This is an optimization exercise on Yosys and OpenROAD, whose aim is small area, not a production implementation.
At most, simulation tests tie the RTL to the original design; equivalence was not proved.
Power and IR drop assume default switching activity.

// led_matrix_soc
module led_matrix_soc (
	input  wire         clk,
	input  wire         rst,
	output wire         mm_waitrequest,
	output wire [31:0]  mm_readdata,
	output wire         mm_readdatavalid,
	input  wire [31:0]  mm_writedata,
	input  wire [9:0]   mm_address,
	input  wire         mm_write,
	input  wire         mm_read,
	output wire [28:0]  sdram_address,
	input  wire         sdram_waitrequest,
	input  wire [63:0]  sdram_readdata,
	input  wire         sdram_readdatavalid,
	output wire         sdram_read,
	output wire [7:0]   sdram_burstcount,
	output wire [9:0]   ram_address,
	output wire [47:0]  ram_data,
	output wire         ram_wren,
	input  wire [47:0]  ram_q,
	output wire         r0,
	output wire         g0,
	output wire         b0,
	output wire         r1,
	output wire         g1,
	output wire         b1,
	output wire         r2,
	output wire         g2,
	output wire         b2,
	output wire         r3,
	output wire         g3,
	output wire         b3,
	output wire [2:0]   a,
	output wire         blank,
	output wire         sclk,
	output wire         latch
);
For scale: about 1000 cells after synthesis, about 310 I/O pins.
==> module dma_from_sdram, before the edit <==
module dma_from_sdram
(
	input  wire        clk,
	input  wire        rst,
	input  wire        start,
	input  wire [28:0] begin_address,
	input  wire [31:0] size_buffer,
	output wire [28:0] sdram0_data_address,
	input  wire        sdram0_data_waitrequest,
	input  wire [47:0] sdram0_data_readdata,
	input  wire        sdram0_data_readdatavalid,
	output wire        sdram0_data_read,
	output wire [7:0]  sdram0_data_burstcount,
	output wire [9:0]  dist_address,
	output wire [47:0] dist_data,
	output wire        write_enable
);
localparam IDLE = 3'd0, READ = 3'd1, RESP = 3'd2, WRITE = 3'd3, STOP = 3'd4;
reg [2:0]  state;
reg [28:0] addr;
reg [31:0] count;
reg [47:0] data;
wire        step = (state == WRITE);
wire [32:0] count_c;
wire [29:0] addr_c;
assign count_c[0] = step;
assign addr_c[0]  = step;
genvar i;
generate
	for (i = 0; i < 32; i = i + 1) begin : g_cinc
		assign count_c[i+1] = count_c[i] & count[i];
	end
	for (i = 0; i < 29; i = i + 1) begin : g_ainc
		assign addr_c[i+1] = addr_c[i] & addr[i];
	end
endgenerate
wire [31:0] count_next = count ^ count_c[31:0];
always @(posedge clk) begin
	data <= sdram0_data_readdata;
	addr  <= (state == IDLE) ? begin_address : (addr ^ addr_c[28:0]);
	count <= count_next & {32{~rst}};
	if (rst)
		state <= IDLE;
	else
		case (state)
			IDLE:  if (start) state <= READ;
			READ:  if (!sdram0_data_waitrequest) state <= RESP;
			RESP:  if (sdram0_data_readdatavalid) state <= WRITE;
			WRITE: state <= (count_next == size_buffer) ? STOP : READ;
			default: state <= STOP;
		endcase
end
assign sdram0_data_address    = addr;
assign sdram0_data_read       = (state == READ);
assign sdram0_data_burstcount = 8'd1;
assign dist_address           = count[9:0];
assign dist_data              = data;
assign write_enable           = (state == WRITE);
endmodule
export LEC_CHECK = 0
export CAP_MARGIN = 20
export CORE_MARGIN = 2
export CORE_UTILIZATION = 65
export CTS_BUF_LIST = sky130_fd_sc_hd__clkbuf_16
export CTS_CLUSTER_DIAMETER = 100
export CTS_CLUSTER_SIZE = 25
export SLEW_MARGIN = 20
create_clock -name core_clock -period 5.0 [get_ports {clk}]
standard.sh (not shown) runs the stock make flow with config.mk's settings and CLKGATE_MAP_FILE= SYNTH_SCRIPT=/design/flow/synth_recipe.tcl, a recipe that flattens the netlist after the stock synthesis.
==> flow/flow/run.sh <==
#!/bin/bash
# The standard layout (the standard.sh, standard synthesis unchanged),
# with each port buffered by the smallest buffer cell instead of the
# default clkdlybuf4s50_1.
set -euo pipefail
bash standard.sh "BUFFER_PORTS_ARGS=-buffer_cell sky130_fd_sc_hd__buf_1" finish > flow_standard.log 2>&1
The starting point finished but failed the layout checks on negative setup slack.
Next try:
--- a/flow/design.v
+++ b/flow/design.v
@@ -76,23 +76,35 @@
 reg [31:0] count;
 reg [47:0] data;
 wire        step = (state == WRITE);
-wire [32:0] count_c;
-wire [29:0] addr_c;
-assign count_c[0] = step;
-assign addr_c[0]  = step;
+wire [31:0] count_c;
+wire [28:0] addr_c;
 genvar i;
 generate
 	for (i = 0; i < 32; i = i + 1) begin : g_cinc
-		assign count_c[i+1] = count_c[i] & count[i];
+		if (i % 8 == 0) begin : g_blk
+			if (i == 0)
+				assign count_c[i] = step;
+			else
+				assign count_c[i] = step & (&count[i-1:0]);
+		end else begin : g_rip
+			assign count_c[i] = count_c[i-1] & count[i-1];
+		end
 	end
 	for (i = 0; i < 29; i = i + 1) begin : g_ainc
-		assign addr_c[i+1] = addr_c[i] & addr[i];
+		if (i % 8 == 0) begin : g_blk
+			if (i == 0)
+				assign addr_c[i] = step;
+			else
+				assign addr_c[i] = step & (&addr[i-1:0]);
+		end else begin : g_rip
+			assign addr_c[i] = addr_c[i-1] & addr[i-1];
+		end
 	end
 endgenerate
-wire [31:0] count_next = count ^ count_c[31:0];
+wire [31:0] count_next = count ^ count_c;
 always @(posedge clk) begin
 	data <= sdram0_data_readdata;
-	addr  <= (state == IDLE) ? begin_address : (addr ^ addr_c[28:0]);
+	addr  <= (state == IDLE) ? begin_address : (addr ^ addr_c);
 	count <= count_next & {32{~rst}};
 	if (rst)
 		state <= IDLE;
=> With this change the flow finished with timing, DRC and antenna clean; worst hold slack is worse by 3.5 ps; non-clock buffer count came out lower by 23; design area came out lower by 4.1%; synthesized cell count came out higher by 3.0%; routed wire length came out lower by 4.0%; power came out lower by 1.2%; clock power is about the same.
Function not checked in the first run of this note: the RTL went through the layout flow alone.

The RTL this note starts from:
==> flow/design.v <==
module avalon_csr
(
	input  wire         clk,
	input  wire         rst,
	output wire         mm_waitrequest,
	output wire [31:0]  mm_readdata,
	output wire         mm_readdatavalid,
	input  wire [31:0]  mm_writedata,
	input  wire [9:0]   mm_address,
	input  wire         mm_write,
	input  wire         mm_read,
	output wire [31:0]  reg0,
	output wire [31:0]  reg1,
	output wire [31:0]  reg2,
	output wire [31:0]  reg3,
	output wire [31:0]  reg4
);
reg [31:0] regs [0:7];
reg        rvalid;
reg [2:0]  ridx;
reg        rhit;
wire        hit = (mm_address[9:5] == 5'd0) && (mm_address[1:0] == 2'd0);
wire [31:0] wdata = mm_writedata & {32{~rst}};
genvar i;
generate
	for (i = 0; i < 8; i = i + 1) begin : g_reg
		always @(posedge clk)
			if (rst || (mm_write && hit && mm_address[4:2] == i))
				regs[i] <= wdata;
	end
endgenerate
always @(posedge clk) begin
	rvalid <= mm_read & ~rst;
	ridx   <= mm_address[4:2];
	rhit   <= hit;
end
assign mm_waitrequest   = 1'b0;
assign mm_readdatavalid = rvalid;
assign mm_readdata      = regs[ridx] & {32{rhit}};
assign reg0 = regs[0];
assign reg1 = regs[1];
assign reg2 = regs[2];
assign reg3 = regs[3];
assign reg4 = regs[4];
endmodule
module dma_from_sdram
(
	input  wire        clk,
	input  wire        rst,
	input  wire        start,
	input  wire [28:0] begin_address,
	input  wire [31:0] size_buffer,
	output wire [28:0] sdram0_data_address,
	input  wire        sdram0_data_waitrequest,
	input  wire [47:0] sdram0_data_readdata,
	input  wire        sdram0_data_readdatavalid,
	output wire        sdram0_data_read,
	output wire [7:0]  sdram0_data_burstcount,
	output wire [9:0]  dist_address,
	output wire [47:0] dist_data,
	output wire        write_enable
);
localparam IDLE = 3'd0, READ = 3'd1, RESP = 3'd2, WRITE = 3'd3, STOP = 3'd4;
reg [2:0]  state;
reg [28:0] addr;
reg [31:0] count;
reg [47:0] data;
wire [31:0] count_inc = count + 32'd1;
always @(posedge clk) begin
	data <= sdram0_data_readdata;
	if (state == IDLE && start)
		addr <= begin_address;
	else if (state == WRITE)
		addr <= addr + 29'd1;
	if (rst) begin
		state <= IDLE;
		count <= 32'd0;
	end else begin
		case (state)
			IDLE:  if (start) state <= READ;
			READ:  if (!sdram0_data_waitrequest) state <= RESP;
			RESP:  if (sdram0_data_readdatavalid) state <= WRITE;
			WRITE: begin
				count <= count_inc;
				state <= (count_inc == size_buffer) ? STOP : READ;
			end
			default: state <= STOP;
		endcase
	end
end
assign sdram0_data_address    = addr;
assign sdram0_data_read       = (state == READ);
assign sdram0_data_burstcount = 8'd1;
assign dist_address           = count[9:0];
assign dist_data              = data;
assign write_enable           = (state == WRITE);
endmodule
module matrix
(
	input  wire        rst_n,
	input  wire        clk,
	output reg         r0,
	output reg         g0,
	output reg         b0,
	output reg         r1,
	output reg         g1,
	output reg         b1,
	output reg         r2,
	output reg         g2,
	output reg         b2,
	output reg         r3,
	output reg         g3,
	output reg         b3,
	output reg  [2:0]  a,
	output reg         blank,
	output reg         sclk,
	output reg         latch,
	output wire [9:0]  mem_address,
	input  wire        mem_enable,
	input  wire [47:0] mem_output_data
);
reg [12:0] t;
reg        first;
reg [1:0]  rd_bit;
reg [2:0]  rd_row;
wire shifting = (t[12:9] == 4'd0);
reg [12:0] t_end;
always @(*) begin
	if (first)
		t_end = 13'd960;
	else
		case (rd_bit)
			2'd1: t_end = 13'd940;
			2'd2: t_end = 13'd1900;
			2'd3: t_end = 13'd3820;
			default: t_end = 13'd7660;
		endcase
end
wire expire = (t == t_end);
wire [11:0] bits;
genvar i;
generate
	for (i = 0; i < 12; i = i + 1) begin : g_bit
		wire [3:0] nib = mem_output_data[4*i+3:4*i];
		assign bits[i] = nib[rd_bit] & mem_enable;
	end
endgenerate
always @(posedge clk) begin
	if (rst_n) begin
		t      <= 13'd0;
		first  <= 1'b1;
		rd_bit <= 2'd0;
		rd_row <= 3'd0;
		a      <= 3'd0;
		blank  <= 1'b1;
		sclk   <= 1'b0;
		latch  <= 1'b0;
		{r3, g3, b3, r2, g2, b2, r1, g1, b1, r0, g0, b0} <= 12'd0;
	end else begin
		if (expire) begin
			t     <= -13'sd19;
			first <= 1'b0;
		end else
			t <= t + 13'd1;
		if (expire)
			blank <= 1'b1;
		else if (t == -13'sd2)
			blank <= 1'b0;
		if (t == -13'sd11) begin
			latch <= 1'b1;
			a     <= rd_row;
		end else if (t == -13'sd2)
			latch <= 1'b0;
		if (t == -13'sd1) begin
			rd_bit <= rd_bit + 2'd1;
			if (rd_bit == 2'd3)
				rd_row <= rd_row + 3'd1;
		end
		sclk <= shifting && (t[1:0] == 2'd3);
		if (shifting && t[1:0] == 2'd1)
			{r3, g3, b3, r2, g2, b2, r1, g1, b1, r0, g0, b0} <= bits;
	end
end
assign mem_address = {rd_row, shifting ? t[8:2] : 7'd0};
endmodule
module memory_mux (
	input  wire [9:0]  slave_0_dist_address,
	input  wire [47:0] slave_0_dist_data,
	input  wire        slave_0_write_enable,
	input  wire [9:0]  slave_1_dist_address,
	output wire [9:0]  master_dist_address,
	output wire [47:0] master_dist_data,
	output wire        master_write_enable,
	input  wire        mux
);
assign master_dist_address = mux ? slave_1_dist_address : slave_0_dist_address;
assign master_dist_data    = slave_0_dist_data;
assign master_write_enable = ~mux & slave_0_write_enable;
endmodule
module led_matrix_soc (
	input  wire         clk,
	input  wire         rst,
	output wire         mm_waitrequest,
	output wire [31:0]  mm_readdata,
	output wire         mm_readdatavalid,
	input  wire [31:0]  mm_writedata,
	input  wire [9:0]   mm_address,
	input  wire         mm_write,
	input  wire         mm_read,
	output wire [28:0]  sdram_address,
	input  wire         sdram_waitrequest,
	input  wire [63:0]  sdram_readdata,
	input  wire         sdram_readdatavalid,
	output wire         sdram_read,
	output wire [7:0]   sdram_burstcount,
	output wire [9:0]   ram_address,
	output wire [47:0]  ram_data,
	output wire         ram_wren,
	input  wire [47:0]  ram_q,
	output wire         r0,
	output wire         g0,
	output wire         b0,
	output wire         r1,
	output wire         g1,
	output wire         b1,
	output wire         r2,
	output wire         g2,
	output wire         b2,
	output wire         r3,
	output wire         g3,
	output wire         b3,
	output wire [2:0]   a,
	output wire         blank,
	output wire         sclk,
	output wire         latch
);
wire [31:0] dma_start;
wire [31:0] begin_dma_address;
wire [31:0] size_of_buffer;
wire [31:0] mem_mux;
wire [31:0] matrix_rst;
wire [47:0] dist_dma;
wire        write_enable;
wire [9:0]  dist_address;
wire [9:0]  matrix_memory_address;
avalon_csr avalon_csr (
	.clk              (clk),
	.rst              (rst),
	.mm_waitrequest   (mm_waitrequest),
	.mm_readdata      (mm_readdata),
	.mm_readdatavalid (mm_readdatavalid),
	.mm_writedata     (mm_writedata),
	.mm_address       (mm_address),
	.mm_write         (mm_write),
	.mm_read          (mm_read),
	.reg0             (dma_start),
	.reg1             (begin_dma_address),
	.reg2             (size_of_buffer),
	.reg3             (mem_mux),
	.reg4             (matrix_rst)
);
matrix matrix (
	.rst_n            (matrix_rst[0]),
	.clk              (clk),
	.r0               (r0),
	.g0               (g0),
	.b0               (b0),
	.r1               (r1),
	.g1               (g1),
	.b1               (b1),
	.r2               (r2),
	.g2               (g2),
	.b2               (b2),
	.r3               (r3),
	.g3               (g3),
	.b3               (b3),
	.a                (a),
	.blank            (blank),
	.sclk             (sclk),
	.latch            (latch),
	.mem_address      (matrix_memory_address),
	.mem_enable       (mem_mux[0]),
	.mem_output_data  (ram_q)
);
dma_from_sdram dma_from_sdram (
	.clk                       (clk),
	.rst                       (rst),
	.start                     (dma_start[0]),
	.begin_address             (begin_dma_address[28:0]),
	.size_buffer               (size_of_buffer),
	.sdram0_data_address       (sdram_address),
	.sdram0_data_waitrequest   (sdram_waitrequest),
	.sdram0_data_readdata      (sdram_readdata[47:0]),
	.sdram0_data_readdatavalid (sdram_readdatavalid),
	.sdram0_data_read          (sdram_read),
	.sdram0_data_burstcount    (sdram_burstcount),
	.dist_address              (dist_address),
	.dist_data                 (dist_dma),
	.write_enable              (write_enable)
);
memory_mux memory_mux (
	.slave_0_dist_address (dist_address),
	.slave_0_dist_data    (dist_dma),
	.slave_0_write_enable (write_enable),
	.slave_1_dist_address (matrix_memory_address),
	.master_dist_address  (ram_address),
	.master_dist_data     (ram_data),
	.master_write_enable  (ram_wren),
	.mux                  (mem_mux[0])
);
endmodule
make LEC_CHECK=0 CAP_MARGIN=20 CORE_MARGIN=2 CORE_UTILIZATION=40 SLEW_MARGIN=20 finish   # period 5.0 ns
run.sh (not shown) runs the stock make flow with config.mk's settings and CLKGATE_MAP_FILE= SYNTH_SCRIPT=/design/flow/synth_recipe.tcl, a recipe that flattens the netlist after the stock synthesis.
Stock flow here: none of the scripts above is used.
The first run completed with no timing, DRC or antenna violations.
Edit:
--- a/flow/design.v
+++ b/flow/design.v
@@ -18,6 +18,5 @@
 reg [31:0] regs [0:7];
 reg        rvalid;
-reg [2:0]  ridx;
-reg        rhit;
+reg [7:0]  rsel;
 wire        hit = (mm_address[9:5] == 5'd0) && (mm_address[1:0] == 2'd0);
 wire [31:0] wdata = mm_writedata & {32{~rst}};
@@ -32,10 +31,21 @@
 always @(posedge clk) begin
 	rvalid <= mm_read & ~rst;
-	ridx   <= mm_address[4:2];
-	rhit   <= hit;
+end
+generate
+	for (i = 0; i < 8; i = i + 1) begin : g_sel
+		always @(posedge clk)
+			rsel[i] <= hit && (mm_address[4:2] == i);
+	end
+endgenerate
+reg [31:0] rdata;
+integer k;
+always @(*) begin
+	rdata = 32'd0;
+	for (k = 0; k < 8; k = k + 1)
+		rdata = rdata | (regs[k] & {32{rsel[k]}});
 end
 assign mm_waitrequest   = 1'b0;
 assign mm_readdatavalid = rvalid;
-assign mm_readdata      = regs[ridx] & {32{rhit}};
+assign mm_readdata      = rdata;
 assign reg0 = regs[0];
 assign reg1 = regs[1];
The changed run finished with timing, DRC and antenna clean. Utilization drops by 0.25 points. Clock skew hardly moves. Power rises by 1.0%. Global-route usage drops by 0.17 points. Clock power decreases by about 3%. Worst setup slack improves by 620 ps. Routed wire length went down by 2.5%. Die area went down by 3.1%. Register-to-register slack gets worse by 80 ps. Worst hold slack gains 60 ps. Clock-buffer cell count is lower by 11.
Function not checked in the second run of this note: the RTL went through the layout flow alone.

what the ideal ports hide:
The results above use ideal ports. As a check the final layouts listed here were re-extracted and re-timed, cells and wires unchanged.
Step 1 (the two cells are an assumption about what drives the block):
set clk [get_ports {clk}]
set_driving_cell -lib_cell sky130_fd_sc_hd__clkbuf_16 $clk
set_driving_cell -lib_cell sky130_fd_sc_hd__buf_2 [delete_from_list [all_inputs] $clk]
Step 2 adds t to the input delays and takes it off the output delays; t is the mean of the earliest and latest rising clock arrival at the registers after step 1. Input paths then give back, and output paths get back, about the clock's delay inside the block.
a / b / c = ideal ports / drivers / drivers and shift; a / b = the first two.
| run | shift t [ns] | setup WS [ns] | hold slack, ns | worst setup path after step 2 |
|---|---|---|---|---|
| the first run of note 1 | 0.568 | -1.273 / -1.273 / -1.273 | 0.488 / 0.488 / 0.488 | register to register |
| the second run of note 1 | 0.573 | 1.283 / 1.283 / 1.283 | 0.484 / 0.484 / 0.484 | register to register |
| the first run of note 2 | 0.629 | 0.683 / 0.626 / 1.223 | 0.438 / 0.438 / 0.438 | input to register |
| the second run of note 2 | 0.635 | 1.307 / 1.251 / 1.371 | 0.498 / 0.498 / 0.498 | input to register |
